This is an optimization exercise on Yosys and OpenROAD, whose aim is small area and a short achievable clock period, not a production implementation.
Function was checked by simulation only, so behaviour that the tests miss may differ from the original.
Power and IR drop assume default switching activity.

== fjord ==
==> flow/design.v <==
`timescale 1ns / 1ps
module alu (
input [7:0] a,
input [7:0] b,
input binv,
input bz,
input sh_l,
input sh_r,
input rot_l,
input rot_r,
input asr,
input s_add,
input s_mul,
input s_and,
input s_xor,
input s_mov,
output [7:0] res,
output [7:0] ext_res,
output cb
);
wire [7:0] bx = (b & {8{~bz}}) ^ {8{binv}};
wire [8:0] sum = {1'b0, a} + {1'b0, bx} + {8'd0, binv ^ bz};
wire [15:0] prod;
mul8 m0 (.a(a), .b(b), .p(prod));
assign cb = sum[8] ^ binv;
assign ext_res = prod[15:8];
wire [7:0] left = {a[6:0], rot_l & a[7]};
wire [7:0] right = {(rot_r & a[0]) | (asr & a[7]), a[7:1]};
assign res = ({8{sh_l}} & left)
           | ({8{sh_r}} & right)
           | ({8{s_add}} & sum[7:0])
           | ({8{s_mul}} & prod[7:0])
           | ({8{s_and}} & (a & b))
           | ({8{s_xor}} & (a ^ b))
           | ({8{s_mov}} & b);
endmodule
module mul8 (
input [7:0] a,
input [7:0] b,
output [15:0] p
);
wire [9:0] a1 = {2'b0, a};
wire [9:0] a2 = {1'b0, a, 1'b0};
wire [9:0] a3 = a1 + a2;
wire [39:0] r;
genvar k;
generate for (k = 0; k < 4; k = k + 1) begin : g_pp
wire s1 = ~b[2*k+1] & b[2*k];
wire s2 = b[2*k+1] & ~b[2*k];
wire s3 = b[2*k+1] & b[2*k];
assign r[10*k +: 10] = ({10{s1}} & a1) | ({10{s2}} & a2) | ({10{s3}} & a3);
end endgenerate
wire [15:0] r0 = {6'd0, r[9:0]};
wire [15:0] r1 = {4'd0, r[19:10], 2'd0};
wire [15:0] r2 = {2'd0, r[29:20], 4'd0};
wire [15:0] r3 = {r[39:30], 6'd0};
wire [15:0] s1 = r0 ^ r1 ^ r2;
wire [15:0] c1 = ((r0 & r1) | (r0 & r2) | (r1 & r2)) << 1;
wire [15:0] s2 = s1 ^ c1 ^ r3;
wire [15:0] c2 = ((s1 & c1) | (s1 & r3) | (c1 & r3)) << 1;
assign p = s2 + c2;
endmodule
`timescale 1ns / 1ps
module control_unit (
input [7:0] instr,
input cb_in,
output rf_we,
output pc_load,
output halt,
output acc_we,
output ext_we,
output cb_we,
output binv,
output bz,
output sh_l,
output sh_r,
output rot_l,
output rot_r,
output asr,
output s_add,
output s_mul,
output s_and,
output s_xor,
output s_mov
);
wire [3:0] h = instr[7:4];
wire [3:0] l = instr[3:0];
wire z = (h == 4'h0) & ~l[3];
wire is_inc = z & (l[2:0] == 3'd6);
wire is_dec = z & (l[2:0] == 3'd7);
wire is_add = (h == 4'h1);
wire is_sub = (h == 4'h2);
wire is_cmp = (h == 4'h7);
wire is_br  = (h == 4'h8);
wire is_ret = (h == 4'hB);
assign halt = (instr == 8'hFF);
assign rf_we = (h == 4'hA);
assign pc_load = is_ret | (is_br & cb_in);
assign sh_l = z & ((l[2:0] == 3'd1) | (l[2:0] == 3'd4));
assign sh_r = z & ((l[2:0] == 3'd2) | (l[2:0] == 3'd3) | (l[2:0] == 3'd5));
assign rot_l = (l[2:0] == 3'd4);
assign rot_r = (l[2:0] == 3'd3);
assign asr = (l[2:0] == 3'd5);
assign s_add = is_inc | is_dec | is_add | is_sub;
assign s_mul = (h == 4'h3);
assign s_and = (h == 4'h5);
assign s_xor = (h == 4'h6);
assign s_mov = (h == 4'h9);
assign acc_we = sh_l | sh_r | s_add | s_mul | s_and | s_xor | s_mov;
assign ext_we = s_mul;
assign cb_we = s_add | is_cmp;
assign binv = is_sub | is_cmp | is_dec;
assign bz = is_inc | is_dec;
endmodule
`timescale 1ns / 1ps
module program_counter (
input clk,
input rst,
input load,
input hold,
input [3:0] adr_in,
output reg [4:0] pc
);
always @(posedge clk or posedge rst) begin
if (rst)
pc <= 5'b00000;
else if (load)
pc <= {1'b0, adr_in};
else if (!hold)
pc <= pc + 5'd1;
end
endmodule
module register_file (
input clk,
input rst,
input [3:0] adr,
input [7:0] w_data,
input we,
output [7:0] r_data
);
reg [7:0] regs [0:15];
integer i;
wire [3:0] lo = 4'd1 << adr[1:0];
wire [3:0] hi = 4'd1 << adr[3:2];
reg [7:0] g [0:3];
reg [7:0] rd;
integer k, m;
always @(*) begin
  rd = 8'd0;
  for (k = 0; k < 4; k = k + 1) begin
    g[k] = 8'd0;
    for (m = 0; m < 4; m = m + 1)
      g[k] = g[k] | ({8{lo[m]}} & regs[4*k+m]);
    rd = rd | ({8{hi[k]}} & g[k]);
  end
end
assign r_data = rd;
always @(posedge clk or posedge rst) begin
if (rst)
for (i = 0; i < 16; i = i + 1)
regs[i] <= i;
else if (we)
regs[adr] <= w_data;
end
endmodule
`timescale 1ns / 1ps
module processor_top (
input clk,
input rst,
input [7:0] instr_in,
output [4:0] pc_out,
output [7:0] acc_out,
output [7:0] ext_out,
output cb_out,
output halt_out
);
wire [3:0] n = instr_in[3:0];
wire [7:0] rf_data;
wire [7:0] alu_res;
wire [7:0] alu_ext;
wire alu_cb;
wire rf_we, pc_load, halt, acc_we, ext_we, cb_we;
wire binv, bz, sh_l, sh_r, rot_l, rot_r, asr;
wire s_add, s_mul, s_and, s_xor, s_mov;
reg [7:0] acc;
reg [7:0] ext;
reg cb;
control_unit cu0 (
.instr(instr_in),
.cb_in(cb),
.rf_we(rf_we),
.pc_load(pc_load),
.halt(halt),
.acc_we(acc_we),
.ext_we(ext_we),
.cb_we(cb_we),
.binv(binv),
.bz(bz),
.sh_l(sh_l),
.sh_r(sh_r),
.rot_l(rot_l),
.rot_r(rot_r),
.asr(asr),
.s_add(s_add),
.s_mul(s_mul),
.s_and(s_and),
.s_xor(s_xor),
.s_mov(s_mov)
);
program_counter pc0 (
.clk(clk),
.rst(rst),
.load(pc_load),
.hold(halt),
.adr_in(n),
.pc(pc_out)
);
register_file rf0 (
.clk(clk),
.rst(rst),
.adr(n),
.w_data(acc),
.we(rf_we),
.r_data(rf_data)
);
alu alu0 (
.a(acc),
.b(rf_data),
.binv(binv),
.bz(bz),
.sh_l(sh_l),
.sh_r(sh_r),
.rot_l(rot_l),
.rot_r(rot_r),
.asr(asr),
.s_add(s_add),
.s_mul(s_mul),
.s_and(s_and),
.s_xor(s_xor),
.s_mov(s_mov),
.res(alu_res),
.ext_res(alu_ext),
.cb(alu_cb)
);
always @(posedge clk or posedge rst) begin
if (rst) begin
acc <= 8'b0;
ext <= 8'b0;
cb <= 1'b0;
end else begin
if (acc_we)
acc <= alu_res;
if (ext_we)
ext <= alu_ext;
if (cb_we)
cb <= alu_cb;
end
end
assign halt_out = halt;
assign acc_out = acc;
assign ext_out = ext;
assign cb_out = cb;
endmodule
clock: 8.0 ns
lec_check: 0
abc_area: 1
cap_margin: 20
core_margin: 2
core_utilization: 40
cts_buf_list: sky130_fd_sc_hd__clkbuf_8
setup_slack_margin: 3.3
slew_margin: 20
standard.sh (not shown) runs the stock make flow with config.mk's settings and CLKGATE_MAP_FILE= SYNTH_SCRIPT=/design/flow/synth_recipe.tcl, a recipe that flattens the netlist after the stock synthesis.
==> flow/flow/run.sh <==
#!/bin/bash
# The standard layout (standard.sh) with three changes:
# - synthesis leaves full and half adders to ABC as plain gates instead of
#   mapping them to the library's fa/ha cells (ADDER_MAP_FILE empty);
# - ABC maps the logic with flow/abc.script (a delay target with area
#   recovery) instead of ORFS's abc_area.script; everything else in the
#   synthesis (synth_recipe.tcl) is unchanged, so the registers are the same;
# - the port buffers that placement inserts are buf_2 cells.
set -euo pipefail
W=$PWD
export ADDER_MAP_FILE=
export BUFFER_PORTS_ARGS="-buffer_cell sky130_fd_sc_hd__buf_2"
export MY_ABC_SCRIPT=$W/flow/abc.script
cat > $W/my_synth.tcl <<EOF
proc abc {args} {
  set i [lsearch \$args -script]
  if { \$i >= 0 } { lset args [expr {\$i + 1}] \$::env(MY_ABC_SCRIPT) }
  yosys abc {*}\$args
}
source $W/synth_recipe.tcl
EOF
sed "s#SYNTH_SCRIPT=[^ ]*#SYNTH_SCRIPT=$W/my_synth.tcl#" standard.sh > $W/my_standard.sh
grep -q "SYNTH_SCRIPT=$W/my_synth.tcl" $W/my_standard.sh
bash $W/my_standard.sh finish > $W/flow.log 2>&1
==> flow/flow/abc.script <==
strash
dch
map -D 2200
strash
dch
map -D 2200
topo
stime -c
buffer -c
upsize -c
dnsize -c
Having completed the whole flow, fjord delivered a layout that passed the timing, design-rule and antenna checks.
Edits applied to the flow inputs when going from fjord to cedar:
# fjord
export LEC_CHECK = 0
export ABC_AREA = 1
export CAP_MARGIN = 20
export CORE_MARGIN = 2
export CORE_UTILIZATION = 40
export CTS_BUF_LIST = sky130_fd_sc_hd__clkbuf_8
export SETUP_SLACK_MARGIN = 3.3
export SLEW_MARGIN = 20
create_clock -name core_clock -period 8.0 [get_ports {clk}]
# cedar
export LEC_CHECK = 0
export ABC_AREA = 1
export CAP_MARGIN = 20
export CORE_MARGIN = 2
export CORE_UTILIZATION = 48
export CTS_BUF_LIST = sky130_fd_sc_hd__clkbuf_8
export SETUP_SLACK_MARGIN = 3.6
export SLEW_MARGIN = 20
create_clock -name core_clock -period 8.0 [get_ports {clk}]
==> flow/flow/abc.script <==
strash
dch
map -B 0.9
strash
dch
map -B 0.9
topo
stime -c
buffer -c
upsize -c
dnsize -c
## What came out
- Worst hold slack across all endpoints for cedar is lower than for fjord.
- cedar — overall track demand over capacity in global routing 6.0 points higher, fjord as reference
- Count of cells along the worst register-to-register path: cedar > fjord
- The higher multi-input combinational cell count of fjord and cedar is in cedar.
- Power: cedar draws more than fjord
- cedar vs fjord — switching power dropped slightly
- cedar vs. fjord: maximum number of pins on one net before global-route repair has increased; total die area now sits lower; sequential power saw an increase.
[inputs] harbor vs cedar
# cedar
export LEC_CHECK = 0
export ABC_AREA = 1
export CAP_MARGIN = 20
export CORE_MARGIN = 2
export CORE_UTILIZATION = 48
export CTS_BUF_LIST = sky130_fd_sc_hd__clkbuf_8
export SETUP_SLACK_MARGIN = 3.6
export SLEW_MARGIN = 20
create_clock -name core_clock -period 8.0 [get_ports {clk}]
# harbor
export LEC_CHECK = 0
export ABC_AREA = 1
export CAP_MARGIN = 20
export CORE_MARGIN = 2
export CORE_UTILIZATION = 40
export CTS_BUF_LIST = sky130_fd_sc_hd__clkbuf_8
export PLACE_DENSITY = 0.8
export SETUP_SLACK_MARGIN = 3.3
export SLEW_MARGIN = 20
create_clock -name core_clock -period 8.0 [get_ports {clk}]
==> flow/flow/run.sh <==
#!/bin/bash
# Standard layout (the standard.sh) with two changes:
# - synthesis leaves full and half adders to ABC as plain gates instead of
#   mapping them to the library's slow fa/ha cells;
# - the port buffers that placement inserts are buf_2 cells.
set -euo pipefail
export ADDER_MAP_FILE=
export BUFFER_PORTS_ARGS="-buffer_cell sky130_fd_sc_hd__buf_2"
bash standard.sh finish > flow.log 2>&1
removed: flow/flow/abc.script
==> notes.md <==
Aggregate routed wire length in harbor vs cedar: down about 14%. Standard cell with the maximum stage delay on the critical path = sky130_fd_sc_hd__nand2_1: harbor; standard cell with the maximum stage delay on the critical path = sky130_fd_sc_hd__nor2_4: cedar. harbor vs cedar, worst setup path startpoint: instr_in[3] vs instr_in[1]. Per the comparison of harbor with cedar, overall power consumption went down by about 2.8%; share of the core filled with cells went down by 12 points.
Changes in ember relative to harbor:
# harbor
export LEC_CHECK = 0
export ABC_AREA = 1
export CAP_MARGIN = 20
export CORE_MARGIN = 2
export CORE_UTILIZATION = 40
export CTS_BUF_LIST = sky130_fd_sc_hd__clkbuf_8
export PLACE_DENSITY = 0.8
export SETUP_SLACK_MARGIN = 3.3
export SLEW_MARGIN = 20
create_clock -name core_clock -period 8.0 [get_ports {clk}]
# ember
export LEC_CHECK = 0
export ABC_AREA = 1
export CAP_MARGIN = 20
export CORE_MARGIN = 2
export CORE_UTILIZATION = 40
export CTS_BUF_LIST = sky130_fd_sc_hd__clkbuf_8
export SETUP_SLACK_MARGIN = 3.6
export SLEW_MARGIN = 20
create_clock -name core_clock -period 8.0 [get_ports {clk}]
Findings:
Relative to harbor, setup slack of the critical path after layout increased by 280 ps in ember. harbor → ember: final cell count saw an increase; number of diodes saw an increase; sequential power saw a decrease. Compared to harbor, ember has clock network contribution to total cell area 0.33 points lower. STATUS hold slack: ember wins against harbor. Looking at launching element of the worst setup path, the instr_in[3] result is from harbor; the instr_in[0] one comes from ember. Between ember and harbor, it is ember whose final instance area is higher, by 3.0%. Between harbor and ember, multi-input combinational area share decreased. Going from harbor to ember, cell count after placement grows by about 0.4%. Delta (ember minus harbor): share of the core filled with cells in the final layout increased 1.3 points; clock transition at the registers of the reported paths shows no meaningful change.
Input-level comparison between indigo and ember:
# ember
export LEC_CHECK = 0
export ABC_AREA = 1
export CAP_MARGIN = 20
export CORE_MARGIN = 2
export CORE_UTILIZATION = 40
export CTS_BUF_LIST = sky130_fd_sc_hd__clkbuf_8
export SETUP_SLACK_MARGIN = 3.6
export SLEW_MARGIN = 20
create_clock -name core_clock -period 8.0 [get_ports {clk}]
# indigo
export LEC_CHECK = 0
export ABC_AREA = 1
export CAP_MARGIN = 20
export CORE_MARGIN = 2
export CORE_UTILIZATION = 40
export CTS_BUF_LIST = sky130_fd_sc_hd__clkbuf_8
export SETUP_SLACK_MARGIN = 3.75
export SLEW_MARGIN = 20
create_clock -name core_clock -period 8.0 [get_ports {clk}]
==> flow/flow/run.sh <==
#!/bin/bash
# The standard layout (standard.sh) with three changes:
# - synthesis leaves full and half adders to ABC as plain gates instead of
#   mapping them to the library's fa/ha cells (ADDER_MAP_FILE empty);
# - ABC maps the logic with flow/abc.script (a delay target with area
#   recovery) instead of ORFS's abc_area.script; everything else in the
#   synthesis (synth_recipe.tcl) is unchanged, so the registers are the same;
# - the port buffers that placement inserts are buf_2 cells.
set -euo pipefail
W=$PWD
export ADDER_MAP_FILE=
export BUFFER_PORTS_ARGS="-buffer_cell sky130_fd_sc_hd__buf_2"
export MY_ABC_SCRIPT=$W/flow/abc.script
cat > $W/my_synth.tcl <<EOF
proc abc {args} {
  set i [lsearch \$args -script]
  if { \$i >= 0 } { lset args [expr {\$i + 1}] \$::env(MY_ABC_SCRIPT) }
  yosys abc {*}\$args
}
source $W/synth_recipe.tcl
EOF
sed "s#SYNTH_SCRIPT=[^ ]*#SYNTH_SCRIPT=$W/my_synth.tcl#" standard.sh > $W/my_standard.sh
grep -q "SYNTH_SCRIPT=$W/my_synth.tcl" $W/my_standard.sh
bash $W/my_standard.sh finish > $W/flow.log 2>&1
==> flow/flow/abc.script (new file) <==
strash
dch
map -B 0.9
strash
dch
map -B 0.9
topo
stime -c
buffer -c
upsize -c
dnsize -c
==> notes.md <==
indigo went all the way through the flow, and no timing, DRC or antenna check failed. Diff ember -> indigo: overall fraction of global-route tracks in use saw an increase, via count saw an increase, leakage power saw an increase. The sequential share of layout area in indigo was lower than what ember gave. On starting density of the core, ember and indigo are basically level. | clock latency at the later pin of the worst-skew pair | indigo vs ember | ≈ equal |. As of indigo, standard cell area after detailed placement had fallen slightly compared to ember.

## afterwards: timing with drivers on the ports
No port has a modelled driver above. Below, the same layouts with a new extraction and two added sets of constraints. Step 1, drivers: a clkbuf_16 drives clk and a buf_2 each remaining input, both assumed. Step 2, shift: input delay + t, output delay - t, t = (earliest + latest rising clock arrival at the registers) / 2. This alone moves slack from input paths to output paths. a / b / c = ideal / step 1 / step 2; a / b = the first two.
run | shift t [ns] | setup slack, ns | hold WS [ns] | worst setup path at the end
fjord | 0.490 | 3.416 / 3.408 / 2.918 | 0.481 / 0.481 / 0.481 | input to register
cedar | 0.505 | 3.732 / 3.627 / 3.122 | 0.476 / 0.476 / 0.476 | input to register
harbor | 0.501 | 3.490 / 3.474 / 2.973 | 0.485 / 0.485 / 0.485 | input to register
ember | 0.518 | 3.768 / 3.698 / 3.289 | 0.488 / 0.488 / 0.488 | input to register
indigo | 0.512 | 3.870 / 3.624 / 3.224 | 0.481 / 0.481 / 0.481 | input to register
After both steps every run listed still meets setup and hold. The setup slack of indigo, which loses most, moves by -0.246 ns with the drivers and by -0.646 ns with both steps.
